This design comes from an exercise in tuning for small area, a short achievable clock period and few clock cycles on the open sky130 flow, not from production work.
Only simulation tests tie the RTL to the original design; equivalence was not proved.

==> flow/design.v, too long to show whole: its modules and the start of the top module <==
// module csa_fa: 6 lines
// module csa_ha: 6 lines
// module gan_nu: 1417 lines
// module GAN_shared_hw: 200 lines
module GAN_shared_hw (x1, x2, x3, x4,
                     w_l1_11, w_l1_12, w_l1_13, w_l1_14, w_l1_21, w_l1_22, w_l1_23, w_l1_24, w_l1_31, w_l1_32, w_l1_33, w_l1_34, w_l1_41, w_l1_42, w_l1_43, w_l1_44, b_l1_1, b_l1_2, b_l1_3, b_l1_4,
                     w_l2_11, w_l2_12, w_l2_21, w_l2_22, w_l2_31, w_l2_32, w_l2_41, w_l2_42, b_l2_1, b_l2_2,
                     w_l3_11, w_l3_21, b_l3_1,
                     w_l4_11, b_l4_1,
                     w_l5_11, b_l5_1,
                     w_l6_11, w_l6_12, b_l6_1, b_l6_2,
                     w_l7_11, w_l7_12, w_l7_13, w_l7_14, w_l7_21, w_l7_22, w_l7_23, w_l7_24, b_l7_1, b_l7_2, b_l7_3, b_l7_4,
                     w_l8_11, w_l8_12, w_l8_13, w_l8_14, w_l8_21, w_l8_22, w_l8_23, w_l8_24, w_l8_31, w_l8_32, w_l8_33, w_l8_34, w_l8_41, w_l8_42, w_l8_43, w_l8_44, b_l8_1, b_l8_2, b_l8_3, b_l8_4,
                     f1, f2, f3, f4, Done, Start, Reset, Clock);
  // ...
==> flow/flow/run.sh <==
#!/bin/bash
set -euo pipefail
export BUFFER_PORTS_ARGS="-buffer_cell sky130_fd_sc_hd__buf_1"
bash standard.sh SETUP_SLACK_MARGIN=6 finish > standard_flow.log 2>&1
==> flow/standard.sh <==
#!/bin/bash
# synth_recipe.tcl (not shown) runs the flow's synth.tcl, then flattens the netlist and writes it again
# the make line also repeats each setting of config.mk as NAME=value (left out here)
make -C /OpenROAD-flow-scripts/flow DESIGN_CONFIG=/design/flow/config.mk WORK_HOME=/design/flow/orfs CLKGATE_MAP_FILE= SYNTH_SCRIPT=/design/flow/synth_recipe.tcl "${@:-finish}"
==> flow/config.mk <==
export PLATFORM = sky130hd
export DESIGN_NAME = GAN_shared_hw
export DESIGN_NICKNAME = GAN_shared_hw
export VERILOG_FILES = /design/flow/design.v
export SDC_FILE = /design/flow/constraint.sdc
export NUM_CORES = 4
export LEC_CHECK = 0
export ABC_AREA = 1
export CAP_MARGIN = 20
export CORE_MARGIN = 2
export CORE_UTILIZATION = 60
export CTS_BUF_LIST = sky130_fd_sc_hd__clkbuf_8
export SLEW_MARGIN = 60
export SYNTH_HIERARCHICAL = 1
==> flow/constraint.sdc <==
create_clock -name core_clock -period 12.5 [get_ports {Clock}]
set_input_delay 2.5000 -clock core_clock [delete_from_list [all_inputs] [get_ports {Clock}]]
set_output_delay 2.5000 -clock core_clock [all_outputs]
set_load 0.01 [all_outputs]
==> impl_results.md, run 1 <==
- Nets: about 7.5k
- Buffer share of cell area: 5.514%
- Met1 Use GR: 53.67%
- Adder-Cell Fraction of Synth Area: a little over a quarter
- Non-CTS inverters: slightly below 700
- Critical Path Sink: act0[15]
- Critical path type: reg -> reg
- DRT Wirelength: 208300 microns
- GP Congestion: roughly 1.0
- DR WL/cell: about 28 microns
- Startpoint types: register
- Pre-CTS setup slack: around 5.8 ns
- R2r endpoint: act0[15]
- Top cells by count, synth: nand2_1, xor2_1, o22ai_1, inv_1, fa_1
- Initial DRC Count: between 5k and 6k
- Status: no timing/DRC/antenna violations
- Vias: roughly 46k
- Crit-path slowest cell: fa_1
- Critical Path Source: e03[5]
- Post-Synth XOR/XNOR Area: about an eighth
- GR Layer Usage met2: 66.99%
- Top_reg_cell synth: edfxtp_1
- Data required, critical path: 13.05 ns
- Setup bufs post-CTS: 1
- Post-route DRC: 0
- Max Cap Viol: 0
- Multi-input gate share of the layout cell area: 56.17%
- Worst hold start: s_w2_11[0]
Testbench counts, summed over its fixed seeds: cycles 4,160.
==> inputs of run 2 (changes only) <==
==> flow/flow/run.sh (replaced) <==
#!/bin/bash
set -euo pipefail
export BUFFER_PORTS_ARGS="-buffer_cell sky130_fd_sc_hd__buf_1"
bash standard.sh SETUP_SLACK_MARGIN=6.5 finish > standard_flow.log 2>&1
==> run 2 against run 1 <==
Via count up 3.0%. Maximum frequency up 6.7%. Die area unchanged. First-iteration DRC count up 12%. Clock skew up 0.019 ns. Critical path depth unchanged. Setup slack better by 0.40 ns. Register-to-register slack better by 0.40 ns. Non-clock buffer count up 132. Worst hold slack worse by 0.020 ns. Largest cell class unchanged. Highest routed layer unchanged.
==> impl_results.md, run 2 <==
- Worst-Skew Late Latency: ~0.79 ns
- Total Die Area: ~94000 sq um
- Asr flop ratio synth: 0%
- R2R Path Start: act3[18]
- Top_reg_cell synth: edfxtp_1
- Port buffer count: between 500 and 600
- Max clock buf depth: 3
- TritonCTS clock tree: yes
- Pre-CTS setup slack: 5.817 ns (unchanged)
- GRT Resource Usage Total: between 40 and 50%
- Reg clk slew, reported paths: 0.06 ns
- Max Cap Viol: 0 (unchanged)
- Hold Crit Endpoint: e00[0]
- Post-route ant nets: 0
- Ys Warns: 7
- CP max FO: 8
- Setup Skew: around 0.082 ns
- FF-to-FF path depth: 20
- Minimum clock period: approximately 6 ns
- Largest net degree at the start of global routing: about 130
- Area growth, synth to finish: 19.29%
- Non-Filler Instances: a little under 8k
- Post-Syn Area per Cell: between 9 and 10 sq um
- Metal2 WL: ~96000 microns
- Vias in the first global route: roughly 46k
- Largest family of logic cells by synthesized area: adder cells
- Final worst slack: 6.511 ns
- Fmax achieved: 167.0 MHz
- Commonest non-fill, non-tap cell in the layout: nand2_1
- Worst hold start: s_w2_11[0]
- Hold Buf Count CTS: 0
- Post-Synth Simple-Gate Area: 12.77%
- GP Congestion: 1.046 (unchanged)
- RSZ-0062 raised after global routing: true
- Ports: slightly below 600
- R2r endpoint: act0[15]
- Post-Synth XOR/XNOR Area: 12.34% (unchanged)
- Startpoint types: register
- Post-synthesis sequential area ratio: 31.21%
- Die height: a little over 300 microns
- Layout cells sized above 1: ~16%
- Post-placement cell count: around 7.3k
- Setup violations, final: 0
- Status: no timing/DRC/antenna violations
- Crit end category: register
- Final slew viol count: 0
- Count leader, synth: nand2_1
- Initial antenna violation count: 35
- Seq cells post-synth: between 600 and 700
- Fillcell total: a little under 7k
- Met3 WL: around 26000 microns
- Syn Std Cell Area: between 50000 and 60000 sq um
- Final period util: a little under half
- Crit path DAT: roughly 6.6 ns
- CTS Buf Count: 98
- Critical path type: reg -> reg
- Worst min-delay path class: reg -> reg
- Final hold violation count: 0
- Top cells by count, synth: nand2_1, xor2_1, o22ai_1, inv_1, fa_1
- Yosys top cell by area: edfxtp_1
- Commonest cells after routing, fill and taps aside: nand2_1, xor2_1, fa_1
- Htree depth: 3
- Vias: 47.85k (+3.0%)
- Root buffer cell: clkbuf_8
- CTS sink count: between 600 and 700
- Ranking of synthesized cells by area: edfxtp_1, fa_1, xor2_1, o22ai_1, nand2_1
- DRT Wirelength: 216400 microns (+3.9%)
- Data required, critical path: 13.06 ns (about the same)
- Global route overflow: 0
- Initial core utilization: between 60% and 70%
- Synth unique cells: between 40 and 50
- Slew HR: approximately 57%
- Core Box Area: around 90000 sq um
- DP HPWL: 164600 microns
- Global-route wire length before repair: roughly 310000 microns
- Worst-margin pin slew: roughly 0.64 ns
- Adder-Cell Fraction of Synth Area: 26.21% (unchanged)
- Vias per cell: slightly above 6
- Hold depth: 2
- Post-Route M1 WL: around 72000 microns
- Top-area cell type share of the netlist area: between 20% and 30%
- Initial DRC Count: 6572 (+12%)
- Row count: 110
- DR WL/cell: 28.17 microns (+2.0%)
- EDFF count, synth: ~510
- Nets: 7624 (+1.9%)
- Top sig layer: met5
- Synth Area in Compound Gates: around a tenth
- Mapped Cells: 5753
- Drt pass-1 iters: 8
- Die W: between 300 and 400 microns
- Final setup TNS: 0 ns
- Post-route DRC: 0 (unchanged)
- Reg-to-reg slack, setup: 6.51 ns
- Mux share of post-synthesis cell area: 0%
[run 2: cell counts after synthesis]
No cell type changed its count.
[run 2: logic make-up after synthesis]
family,count (synthesis)
flip-flops,601
buffers and inverters,983
AO/OA/AOI/OAI,938
adder cells (fa/ha/maj),760
XOR/XNOR,773
other,1
AND/OR/NAND/NOR,1697
[run 2: worst max-delay path by stage]
stage          startpoint  endpoint  slack, ns
4_1_cts            e10[0]  act1[26]       6.50
3_3_place_gp       e00[2]   act0[5]       5.35
5_1_grt           act0[3]  act0[26]       6.32
2_1_floorplan      e12[1]  act1[15]       7.06
3_5_place_dp     act0[23]  act3[16]       5.82
6_report         act3[18]  act0[15]       6.51
[run 2: final cells by class]
class	count	area (sq um)	area share, %
multi-input cells	4176	36990	56.54
flip-flops and latches	601	17170	26.24
repair buffers	835	4815	7.359
inverters	681	2919	4.462
well taps	1176	1471	2.249
clock buffers	105	1445	2.209
clock inverters	73	504.2	0.7707
diodes	29	72.57	0.1109
repair inverters	6	36.28	0.05546
[run 2: what timing repair did]
item,in CTS,in global routing
gates cloned,5,7
pin swaps,25,227
buffers inserted,94,69
gates resized for setup,168,591
endpoints found under the setup margin,186,152
[run 2: per-layer routing]
layer | GRT usage (%) | vias to the layer above
met5 | 0 | -
met4 | 37.52 | 2
met3 | 10.89 | 872
met2 | 67.90 | 3660
met1 | 54.33 | 23000
li1 | - | 20320
[run 2: critical path: stages (launching register included)]
cell and delay (ns):
edfxtp_1 0.38, buf_4 0.18, clkinvlp_4 0.24, o22ai_2 0.26, xor2_1 0.21, fa_2 0.53
fa_1 0.56, fa_1 0.45, fa_1 0.59, fa_1 0.47, ha_4 0.31, nand2_1 0.09
nor2_2 0.14, nand2_1 0.11, nor2_2 0.16, nand2_4 0.08, nand3_4 0.21, nand2_8 0.19
nor2_4 0.32, o21ai_0 0.14, o21ai_0 0.18
[run 2: metrics by stage]
step	util, %	hold WS, ns	instance area [sq um]
after floorplan	-	0.4417	54850
after CTS	68.19	0.5592	61570
after global placement	63.99	0.5222	57770
after global routing	72.45	0.5952	65420
final	72.46	0.5369	65430
after detailed placement	64.22	0.5585	57990
[run 2: Yosys stat by module, one instance, submodules excluded]
module / flip-flops and latches / cells inside / times used
csa_ha: 0 / 1 / 14
gan_nu: 0 / 1498 / 2
GAN_shared_hw: 601 / 2109 / 1
csa_fa: 0 / 1 / 634
==> inputs of run 3 (changes only) <==
==> flow/flow/run.sh (replaced) <==
#!/bin/bash
set -euo pipefail
export BUFFER_PORTS_ARGS="-buffer_cell sky130_fd_sc_hd__buf_1"
bash standard.sh SETUP_SLACK_MARGIN=5.5 finish > standard_flow.log 2>&1
==> run 3 against run 2 <==
Highest routed layer unchanged. Routed wire length is 4.2% lower. Synthesized area did not move.
==> impl_results.md, run 3 <==
- Initial core utilization: 60.75% (unchanged)
- R2r endpoint: act0[6]
- Commonest non-fill, non-tap cell in the layout: nand2_1
- Die height: 306.3 microns (unchanged)
- RSZ-0062 raised after global routing: false
- Post-route ant nets: 0 (unchanged)
- Count leader, synth: nand2_1
- Post-Syn Area per Cell: 9.534 sq um (unchanged)
- Htree depth: 3 (unchanged)
- Max clock buf depth: 3 (unchanged)
- Status: no timing/DRC/antenna violations
- Core Box Area: 90290 sq um (unchanged)
- Final hold violation count: 0 (unchanged)
- Crit path cell chain: clkinv_2 -> o22ai_1 -> xor2_1 -> fa_1 -> fa_1 -> fa_1 -> fa_1 -> fa_1 -> ha_1 -> a21o_1 -> nor2_1 -> nand2_1 -> a21oi_1 -> nand2_1 -> nand2_1 -> nand2_4 -> nor2_1 -> o21ai_0 -> o21ai_0
- R2R Path Start: e02[0]
- Commonest cells after routing, fill and taps aside: nand2_1, xor2_1, o22ai_1
- Seq cells post-synth: 601 (unchanged)
- Setup Skew: 0.06880 ns (-0.01308 ns)
- Ys Warns: 7 (unchanged)
- Minimum clock period: 6.798 ns (+0.8092 ns)
- Top-area cell type share of the netlist area: 27.81% (unchanged)
- Ranking of synthesized cells by area: edfxtp_1, fa_1, xor2_1, o22ai_1, nand2_1
- Final worst slack: 5.702 ns (-0.8092 ns)
- Met1 Use GR: 53.72% (-0.61 points)
- Crit end category: register
- Startpoint types: register
- Global route overflow: 0 (unchanged)
- Ports: 594 (unchanged)
- Top_reg_cell synth: edfxtp_1
- Synth unique cells: 41 (unchanged)
- Die W: 306.3 microns (unchanged)
- Total Die Area: 93840 sq um (unchanged)
- Final period util: 54.38% (+6.5 points)
- Global routing's busiest layer: met2
- Crit-path slowest cell: fa_1
- Global-route wire length before repair: 301400 microns (-1.2%)
- Most used cell, CP: fa_1
- GP Congestion: 1.046 (unchanged)
- Mapped Cells: 5753 (unchanged)
- Drt pass-1 iters: 9 (+1)
- Final setup TNS: 0 ns (unchanged)
- Slew HR: 57.00% (-0.13 points)
- Area growth, synth to finish: 9.883%
- EDFF count, synth: 508 (unchanged)
- Root buffer cell: clkbuf_8
- CTS sink count: 601 (unchanged)
- Worst-Skew Late Latency: 0.78 ns (about the same)
- Initial DRC Count: 6367 (-3.1%)
- Fillcell total: 7517 (+9.7%)
- Post-synthesis sequential area ratio: 31.21% (unchanged)
- Worst-margin pin slew: 0.6450 ns (+0.006465 ns)
- Row count: 110 (unchanged)
- Critical path type: reg -> reg
- Yosys top cell by area: edfxtp_1
- Vias in the first global route: 45.09k (-1.5%)
- # resized after CTS: 0 (-100%)
- Critical Path Source: e02[0]
- DRT Wirelength: 207200 microns (-4.2%)
- Crit path DAT: 7.37 ns (+0.82 ns)
- Setup bufs post-CTS: 0 (-100%)
- GRT Resource Usage Total: 44.17% (-0.63 points)
- Setup violations, final: 0 (unchanged)
- Layout cells sized above 1: 5.537% (-11 points)
- Port buffer count: 591 (unchanged)
- Fmax achieved: 147.1 MHz (-12%)
- Hold Buf Count CTS: 0 (unchanged)
- Syn Std Cell Area: 54850 sq um (unchanged)
- Largest net degree at the start of global routing: 125 (unchanged)
- Worst min-delay path class: reg -> reg
- TritonCTS clock tree: yes
- GR Layer Usage met2: 66.91% (-0.99 points)
- FF-to-FF path depth: 19 (-5.0%)
- CTS Buf Count: 98 (unchanged)
- Reg clk slew, reported paths: 0.07 ns (about the same)
- Initial antenna violation count: 34 (-2.9%)
- Reg-to-reg slack, setup: 5.70 ns (-0.81 ns)
- CP max FO: 31 (+23)
- Met3 Usage GRT: 10.60% (-0.29 points)
- Critical path's largest stage delay: 0.63 ns (+0.04 ns)
- Max Cap Viol: 0 (unchanged)
- Data required, critical path: 13.07 ns (about the same)
- Asr flop ratio synth: 0% (unchanged)
- Top cells by count, synth: nand2_1, xor2_1, o22ai_1, inv_1, fa_1
- Hold depth: 2 (unchanged)
- Vias: 46.23k (-3.4%)
- Final slew viol count: 0 (unchanged)
- Worst hold start: s_w2_11[0]
- Hold Crit Endpoint: e00[0]
- DR WL/cell: 27.60 microns (-2.0%)
- DP HPWL: 164600 microns (unchanged)
- Vias per cell: 6.157 (-1.2%)
- Pre-CTS setup slack: 5.817 ns (unchanged)
- Post-route DRC: 0 (unchanged)
- Nets: 7450 (-2.3%)
-- run 3: cell counts after synthesis --
No cell type changed its count.
-- run 3: per-layer routing --
layer  share of wire, %  up-vias
met2                 44     3300
met5             0.0058        -
met3                 11      802
met4                 10        2
li1                   -    20000
met1                 34    22130
-- run 3: logic make-up (layout without fill, tap and decap cells) --
family / count (synthesis) / after routing / share of synthesized area (%)
simple gates: 1697 / 1697 / 12.77
buf+inv: 983 / 1532 / 7.124
compound gates: 938 / 938 / 10.34
xor+xnor: 773 / 773 / 12.34
fa+ha+maj: 760 / 760 / 26.21
flops: 601 / 601 / 31.21
other cells: 1 / 32 / 0.006837
-- run 3: through the flow --
stage               hold WS [ns]  util (%)  cells  area (sq um)
finish                    0.5435     66.75   7509         60270
global route              0.5948     66.73   7503         60250
CTS                       0.5592     66.38   7469         59940
detailed placement        0.5585     64.22   7291         57990
global placement          0.5222     63.99   7288         57770
floorplan                 0.4417         -   5754         54850
-- run 3: worst max path at each step --
| stage | slack, ns | to |
|---|---|---|
| final | 5.70 | act0[6] |
| after global routing | 5.53 | act3[16] |
| after CTS | 5.78 | act3[16] |
| after detailed placement | 5.82 | act3[16] |
| after global placement | 5.35 | act0[5] |
| after floorplan | 7.06 | act1[15] |
-- run 3: area by class of cell --
cell class | instances | area [sq um] | area share (%)
Clock buffer | 105 | 1445 | 2.398
Multi-Input combinational cell | 4170 | 33970 | 56.37
Timing Repair Buffer | 673 | 3042 | 5.047
Antenna cell | 30 | 75.07 | 0.1246
Sequential cell | 601 | 17150 | 28.45
Clock inverter | 73 | 504.2 | 0.8367
Inverter | 681 | 2613 | 4.335
Tap cell | 1176 | 1471 | 2.442
-- run 3: critical path, delay by kind of cell, from the launching register on --
family                   cells  cell delay (ns)
adder cells (fa/ha/maj)      6             2.95
AND/OR/NAND/NOR              6             1.40
AO/OA/AOI/OAI                5             1.14
buffers and inverters        1             0.42
flip-flops                   1             0.37
XOR/XNOR                     1             0.26
-- run 3: per-module statistics from Yosys, one instance, submodules excluded --
| module | flops+latches | copies in the design | area [sq um] | cells inside |
|---|---|---|---|---|
| csa_fa | 0 | 634 | 20.02 | 1 |
| csa_ha | 0 | 14 | 12.51 | 1 |
| gan_nu | 0 | 2 | 8892 | 1498 |
| GAN_shared_hw | 601 | 1 | 24190 | 2109 |

what the ideal ports hide:
The flow's constraints put no driver on any port. The routed layouts listed below were extracted and timed again, unchanged, in two steps. Step 1, drivers: a clkbuf_16 drives Clock and a buf_2 each remaining input, both assumed. Step 2 adds t to the input delays and takes it off the output delays; t is the mean of the earliest and latest rising clock arrival at the registers after step 1. Input paths then give back, and output paths get back, about the clock's delay inside the block. Slacks: ideal ports / drivers / drivers and shift; pairs: ideal ports / drivers.
run | shift t [ns] | setup slack, ns | clock arrival spread, ns | worst data-port slew with drivers (ns)
run 1 | 0.817 | 6.112 / 6.112 / 6.112 | 0.063 / 0.063 | 0.18
run 2 | 0.824 | 6.511 / 6.511 / 6.487 | 0.085 / 0.085 | 0.18
run 3 | 0.821 | 5.702 / 5.702 / 5.702 | 0.072 / 0.072 | 0.18
After both steps setup and hold are still met in every run listed. For run 2, which loses most, drivers alone change the setup slack by 0.000 ns; drivers and shift together by -0.024 ns.
